This design comes from an exercise in tuning for small area on the open sky130 flow, not from production work.
In this exercise RTL edits were held to simulation tests only and were not proved equivalent to the original.
Power and IR drop assume default switching activity.

==> flow/design.v (excerpt) <==
module maze_game (
    input clk, input rst, input tick15, input tick_hsec, input key,
    input [2:0] key_num, input [2:0] volume,
    output [15:0] LED, output [6:0] DISPLAY, output reg [3:0] DIGIT,
    output [3:0] vgaRed, output [3:0] vgaGreen, output [3:0] vgaBlue,
    output hsync, output vsync, output reg sound_effect
);
For scale: roughly 920 cells after synthesis.
clock: 40.0 ns
lec_check: 0
abc_area: 1
cap_margin: 20
core_margin: 2
core_utilization: 60
gpl_timing_driven: 0
slew_margin: 20
synth_memory_max_bits: 65536
standard.sh (not shown) runs the stock make flow with config.mk's settings and CLKGATE_MAP_FILE= SYNTH_SCRIPT=/design/flow/synth_recipe.tcl, a recipe that flattens the netlist after the stock synthesis.
==> flow/flow/run.sh <==
#!/bin/bash
# Own flow: the standard synthesis, then its combinational logic is re-optimised for area
# (registers are left exactly as the standard synthesis made them; ABC's deepsyn runs with four
# seeds in parallel and the smallest result is kept), then the standard layout with
# minimum-size port buffers and no CTS dummy loads. Each tool's output goes to its own
# log_*.txt here.
set -euo pipefail
W=$(cd "$(dirname "$0")/.." && pwd)
cd "$W"
LIB=$FLOW_HOME/platforms/sky130hd/lib/sky130_fd_sc_hd__tt_025C_1v80.lib
YOSYS=$(command -v yosys || echo "$FLOW_HOME/../tools/install/yosys/bin/yosys")
R=orfs/results/sky130hd/maze_game/base

bash standard.sh synth > log_1_synth.txt 2>&1
cp $R/1_2_yosys.v synth_standard.v

python3 flow/mkmodels.py "$LIB" comb_models.v > log_2_models.txt 2>&1
DU=$(grep -o "sky130_fd_sc_hd__\(lpflow\|probe\)[a-z0-9_]*" "$FLOW_HOME/platforms/sky130hd/config.mk" | sort -u | sed "s/^/-dont_use /" | tr "\n" " ")
resynth() {
  S=$1
  printf 'strash\n&get -n\n&deepsyn -S %d -T 60\n&put\ndch -f\namap -F 10 -A 30\nstrash\n&get -n\n&deepsyn -S %d -T 60\n&put\ndch -f\namap -F 10 -A 30\ntopo\n' \
    "$S" "$((S + 10))" > resynth_$S.abc
  "$YOSYS" -l log_3_resynth_$S.txt -p "read_liberty -lib $LIB; read_verilog -overwrite comb_models.v; \
    read_verilog synth_standard.v; hierarchy -top maze_game; flatten; opt -purge; techmap; opt -fast -purge; \
    abc -liberty $LIB $DU -script $W/resynth_$S.abc; opt_clean -purge; setundef -zero; \
    hilomap -singleton -hicell sky130_fd_sc_hd__conb_1 HI -locell sky130_fd_sc_hd__conb_1 LO; \
    rename -hide w:*.*; opt_clean -purge; insbuf -buf sky130_fd_sc_hd__buf_1 A X; splitnets; opt_clean -purge; \
    write_verilog -noattr resynth_$S.v; tee -o resynth_stat_$S.txt stat -liberty $LIB" > /dev/null
}
PIDS=""
for S in 1 2 3 4; do resynth $S & PIDS="$PIDS $!"; done
for P in $PIDS; do wait $P; done
BEST=""; BA=""
for S in 1 2 3 4; do
  A=$(awk '/Chip area/ {print $NF}' resynth_stat_$S.txt)
  echo "seed $S: $A" >> log_3_resynth_choice.txt
  if [ -z "$BA" ] || awk -v a="$A" -v b="$BA" 'BEGIN {exit !(a < b)}'; then BEST=$S; BA=$A; fi
done
echo "kept seed $BEST: $BA" >> log_3_resynth_choice.txt
cp resynth_$BEST.v $R/1_2_yosys.v
rm -f $R/1_synth.odb $R/1_synth.sdc

bash standard.sh "BUFFER_PORTS_ARGS=-buffer_cell sky130_fd_sc_hd__buf_1" \
  "CTS_ARGS=-sink_clustering_enable -repair_clock_nets -dont_use_dummy_load" \
  finish > log_4_layout.txt 2>&1
Other scripts of this flow, unchanged in this note and not shown: flow/flow/mkmodels.py
Rerun with:
--- a/flow/design.v
+++ b/flow/design.v
@@ -704,16 +704,17 @@
             end else begin
                 if (t1 == 3'd0 && t0 == 4'd0) t2 <= 1'b0;
                 if (t0 == 4'd0) t1 <= (t1 != 3'd0) ? t1 - 3'd1 : 3'd5;
                 t0 <= (t0 != 4'd0) ? t0 - 4'd1 : 4'd9;
             end
         end
-    wire [1:0] sel_n = st_game ? 2'd0 : st_win ? 2'd1 : st_lose ? 2'd2 : sel;
     always @(posedge clk or posedge rst)
         if (rst) sel <= 2'd0;
-        else sel <= sel_n;
+        else if (st_game) sel <= 2'd0;
+        else if (st_win) sel <= 2'd1;
+        else if (st_lose) sel <= 2'd2;
     reg [3:0] digit_n;
     always @(*) begin
         digit_n = DIGIT;
         if (tick15) case (DIGIT)
             4'b1110: digit_n = 4'b1101;
             4'b1101: digit_n = 4'b1011;
@@ -822,16 +823,21 @@
     wire sC = (hp[8:4] == 5'd14) && (vp[7:4] == 4'd1) && !star_countC;
     wire on_star = sbit && (sA || sB || sC);
     wire [3:0] arow = slot ? ncell_v : mrow;
     wire [4:0] acol = slot ? ncell_h : mcol;
     assign rom_z = maze_rom(arow, acol);
     wire rom_w = win_rom(arow, acol), rom_l = lose_rom(arow, acol);
-    reg last_on;
-    always @(posedge clk) last_on <= sel_n[1] ? rom_l : sel_n[0] ? rom_w : rom_z;
+    reg last_z, last_w, last_l;
+    always @(posedge clk) begin
+        last_z <= rom_z; last_w <= rom_w; last_l <= rom_l;
+    end
+    wire mz = slot ? last_z : rom_z;
+    wire mw = slot ? last_w : rom_w;
+    wire ml = slot ? last_l : rom_l;
     wire mterm = (mrow == 4'd11) && (mcol == 5'd13);
-    wire cell_on = slot ? last_on : sel[1] ? rom_l : sel[0] ? rom_w : rom_z;
+    wire cell_on = sel[1] ? ml : sel[0] ? mw : mz;
     wire cell_term = !(sel[1] | sel[0]) && mterm;
     wire border = (pixel_cnt[4:1] == 4'd0) || (pixel_cnt[4:1] == 4'd15) ||
                   (line_cnt[4:1] == 4'd0) || (line_cnt[4:1] == 4'd15);
     reg [11:0] mpix;
     always @(*)
         if (!cell_on) mpix = 12'h000;
Worst setup slack improves by 1.2 ns.
Via count falls by 1.1%.
Die area stays flat.
Maximum frequency goes up by 7.8%.
Area after synthesis hardly moves.
First-iteration DRC count rises by 0.56%.
Cell area stays flat.
Wire length falls by 1.5%.
Clock power went up by about 1%.
Utilization stays flat.
Count of clock-buffer cells in the layout is unchanged.
Worst hold slack degrades by 0.0085 ns.
Non-clock buffer count does not change.

## afterwards: timing with drivers on the ports
The flow's constraints put no driver on any port. The routed layouts listed below were extracted and timed again, unchanged, in two steps.
Step 1 (the two cells are an assumption about what drives the block):
set clk [get_ports {clk}]
set_driving_cell -lib_cell sky130_fd_sc_hd__clkbuf_16 $clk
set_driving_cell -lib_cell sky130_fd_sc_hd__buf_2 [delete_from_list [all_inputs] $clk]
Step 2, shift: input delay + t, output delay - t, t = (earliest + latest rising clock arrival at the registers) / 2. This alone moves slack from input paths to output paths.
a / b / c = no drivers / after step 1 / after step 2; a / b = the first two.
run | t, ns | slack for setup (ns) | worst slew at a driven data input, ns
the first run | 0.395 | 23.023 / 22.985 / 23.380 | 0.03
the second run | 0.398 | 24.251 / 24.217 / 24.615 | 0.03
After both steps setup and hold are still met in every run listed.
